Background: an optimization exercise with open tools, aiming at small area and a short achievable clock period. Do not read the settings as production practice.
Only simulation tests tie the RTL to the original design; equivalence was not proved.
Power is estimated from default activity; no workload was simulated.

## Processor
module Processor(clk, rst, interrupt, in_port, imem_addr, imem_data, dmem_re, dmem_we, dmem_addr, dmem_wdata, dmem_rdata, out_valid, out_port);
    input clk, rst, interrupt;
    input [15:0] in_port;
    output [31:0] imem_addr;
    input  [15:0] imem_data;
    output dmem_re, dmem_we;
    output [10:0] dmem_addr;
    output [15:0] dmem_wdata;
    input  [15:0] dmem_rdata;
    output out_valid;
    output [15:0] out_port;
    reg [31:0] pc;
    reg [15:0] ret_hi;        
    reg [15:0] sp;
    reg        fC, fN, fZ;    
    reg        zpend;         
    reg [1:0]  int_st;
    reg [2:0]  ret_st, reti_st;
    reg        in_seq;        
    reg [15:0] rf [0:7];
    reg        fd_int;
    reg [15:0] fd_instr;
    reg [31:0] fd_pc;         
    reg        de_mr, de_mw;
    reg [1:0]  de_as;
    reg [2:0]  de_ds;
    reg [1:0]  de_bt;
    reg        de_call;
    reg        de_sum, de_pass, de_not, de_or, de_and, de_shl, de_shr;
    reg        de_yuse, de_yinv, de_yones, de_cin;
    reg        de_fsetc, de_fkeep;
    reg        de_fe;
    reg        de_spw, de_fw, de_wbsel, de_rw;
    reg [1:0]  de_plh;
    reg        de_out;
    reg        de_fa, de_fb;  
    reg [15:0] de_x, de_y;    
    reg [3:0]  de_sh;
    reg [2:0]  de_dst;
    reg        em_re, em_we;
    reg [10:0] em_addr;
    reg [15:0] em_wd;
  ...
For scale: about 2100 cells after synthesis, about 400 flip-flops, ~130 I/O pins.
clock: 12.0 ns
lec_check: 0
cap_margin: 20
core_margin: 2
core_utilization: 40
cts_cluster_diameter: 100
cts_cluster_size: 20
place_density: 0.6
slew_margin: 20
standard.sh (not shown) runs the stock make flow with config.mk's settings and CLKGATE_MAP_FILE= SYNTH_SCRIPT=/design/flow/synth_recipe.tcl, a recipe that flattens the netlist after the stock synthesis.
==> flow/flow/run.sh <==
#!/bin/bash
# Own layout flow: the standard layout (standard.sh) with
#  - port buffers of buf_2 cells instead of the default delay-buffer cells,
#  - repair_timing aiming for a setup slack of SETUP_MARGIN ns at the design's clock period.
# Each tool's full output goes to a log file in the work folder.
set -euo pipefail
WORK=$(cd "$(dirname "$0")/.." && pwd)
cd "$WORK"
SETUP_MARGIN=$(cat flow/setup_margin.txt)
ORIG=$(grep -o "SYNTH_SCRIPT=[^ ]*" standard.sh | head -1 | cut -d= -f2- | tr -d "'")
test -f "$ORIG"
cat > "$WORK/synth_abc.tcl" <<EOT
proc abc {args} {
  set i [lsearch -exact \$args -script]
  if { \$i >= 0 } {
    lset args [expr {\$i + 1}] $WORK/flow/abc_area_delay.script
  }
  yosys abc {*}\$args
}
source $ORIG
EOT
sed -e "s#SYNTH_SCRIPT=[^ ]*#SYNTH_SCRIPT=$WORK/synth_abc.tcl #" standard.sh > flow_standard.sh
grep -q "SYNTH_SCRIPT=$WORK/synth_abc.tcl" flow_standard.sh
bash flow_standard.sh \
  "BUFFER_PORTS_ARGS=-buffer_cell sky130_fd_sc_hd__buf_2" \
  "SETUP_SLACK_MARGIN=$SETUP_MARGIN" \
  finish > "$WORK/flow_make.log" 2>&1
test -f out/final.def
==> flow/flow/abc_area_delay.script <==
&get -n
&st
&dch -f
&nf
&put
buffer -c
topo
stime -c
upsize -c
dnsize -c
==> flow/flow/setup_margin.txt <==
8.5
The baseline finished with timing, DRC and antenna clean.
Change:
==> flow/flow/setup_margin.txt (replaced) <==
8.4
Register-to-register slack degrades by 0.07 ns.
Wire length decreases by 4.4%.
Die area stays the same.
Core utilization decreases by 2.0 points.
Power decreases by 3.7%.
Worst setup slack degrades by 0.049 ns.
Via count decreases by 2.5%.
Global-route usage decreases by 0.93 points.
Critical path depth decreases by 1.
Fmax decreases by 1.4%.
Change:
==> flow/flow/abc_area_delay.script (replaced) <==
&get -n
&st
&dch
&nf
&put
buffer -c
topo
stime -c
upsize -c
dnsize -c
==> flow/flow/setup_margin.txt (replaced) <==
8.3
Outcome:
- global-route usage climbs by 2.0 points
- fmax drops by a few percent
- routed wire length climbs by a little under a tenth
- clock power drops slightly
Change:
==> flow/flow/setup_margin.txt (replaced) <==
8.4
- CTS_CLUSTER_DIAMETER: 100 -> 110
- CTS_CLUSTER_SIZE: 20 -> 25
Result:
- The new run ran to the end with no violations
- wire length went up by 0.68%
- core utilization hardly moves
- power went down by 2.4%
- via count stays flat
- maximum frequency went up by 2.4%
- setup slack improves by 0.086 ns
- synthesized cell count does not change
Change:
- CTS_CLUSTER_DIAMETER: 110 -> 100
- CTS_CLUSTER_SIZE: 25 -> 20
Result: The new run completed with no timing, DRC or antenna violations. Register-to-register slack improved by 0.06 ns. Sequential power barely changes. Clock skew came out higher by 0.015 ns. First-iteration DRC count came out higher by 1.2%.

-- separate check: timing with driven ports --
Ports are ideal in the flow. The routed layouts listed here were re-timed in OpenROAD. Step 1 (the two cells are an assumption about what drives the block):
set clk [get_ports {clk}]
set_driving_cell -lib_cell sky130_fd_sc_hd__clkbuf_16 $clk
set_driving_cell -lib_cell sky130_fd_sc_hd__buf_2 [delete_from_list [all_inputs] $clk]
Step 2 adds t to the input delays and takes it off the output delays; t is the mean of the earliest and latest rising clock arrival at the registers after step 1. Input paths then give back, and output paths get back, about the clock's delay inside the block. Slacks: ideal / step 1 / step 2; pairs: ideal / step 1.
| run | t (ns) | setup WS [ns] | worst hold slack (ns) | worst register clock-pin slew, ns | worst data-port slew with drivers (ns) |
|---|---|---|---|---|---|
| the first run | 0.647 | 8.468 / 8.409 / 7.909 | 0.366 / 0.366 / 0.366 | 0.10 / 0.10 | 0.06 |
| the second run | 0.631 | 8.419 / 8.362 / 7.840 | 0.346 / 0.346 / 0.346 | 0.10 / 0.10 | 0.04 |
| the third run | 0.648 | 8.316 / 8.255 / 7.854 | 0.346 / 0.346 / 0.346 | 0.09 / 0.09 | 0.05 |
| the fourth run | 0.637 | 8.402 / 8.344 / 7.866 | 0.350 / 0.350 / 0.350 | 0.11 / 0.11 | 0.05 |
| the fifth run | 0.653 | 8.418 / 8.356 / 7.879 | 0.345 / 0.345 / 0.345 | 0.09 / 0.09 | 0.05 |
After both steps every run listed still meets setup and hold. The setup slack of the second run, which loses most, moves by -0.057 ns with the drivers and by -0.579 ns with both steps.
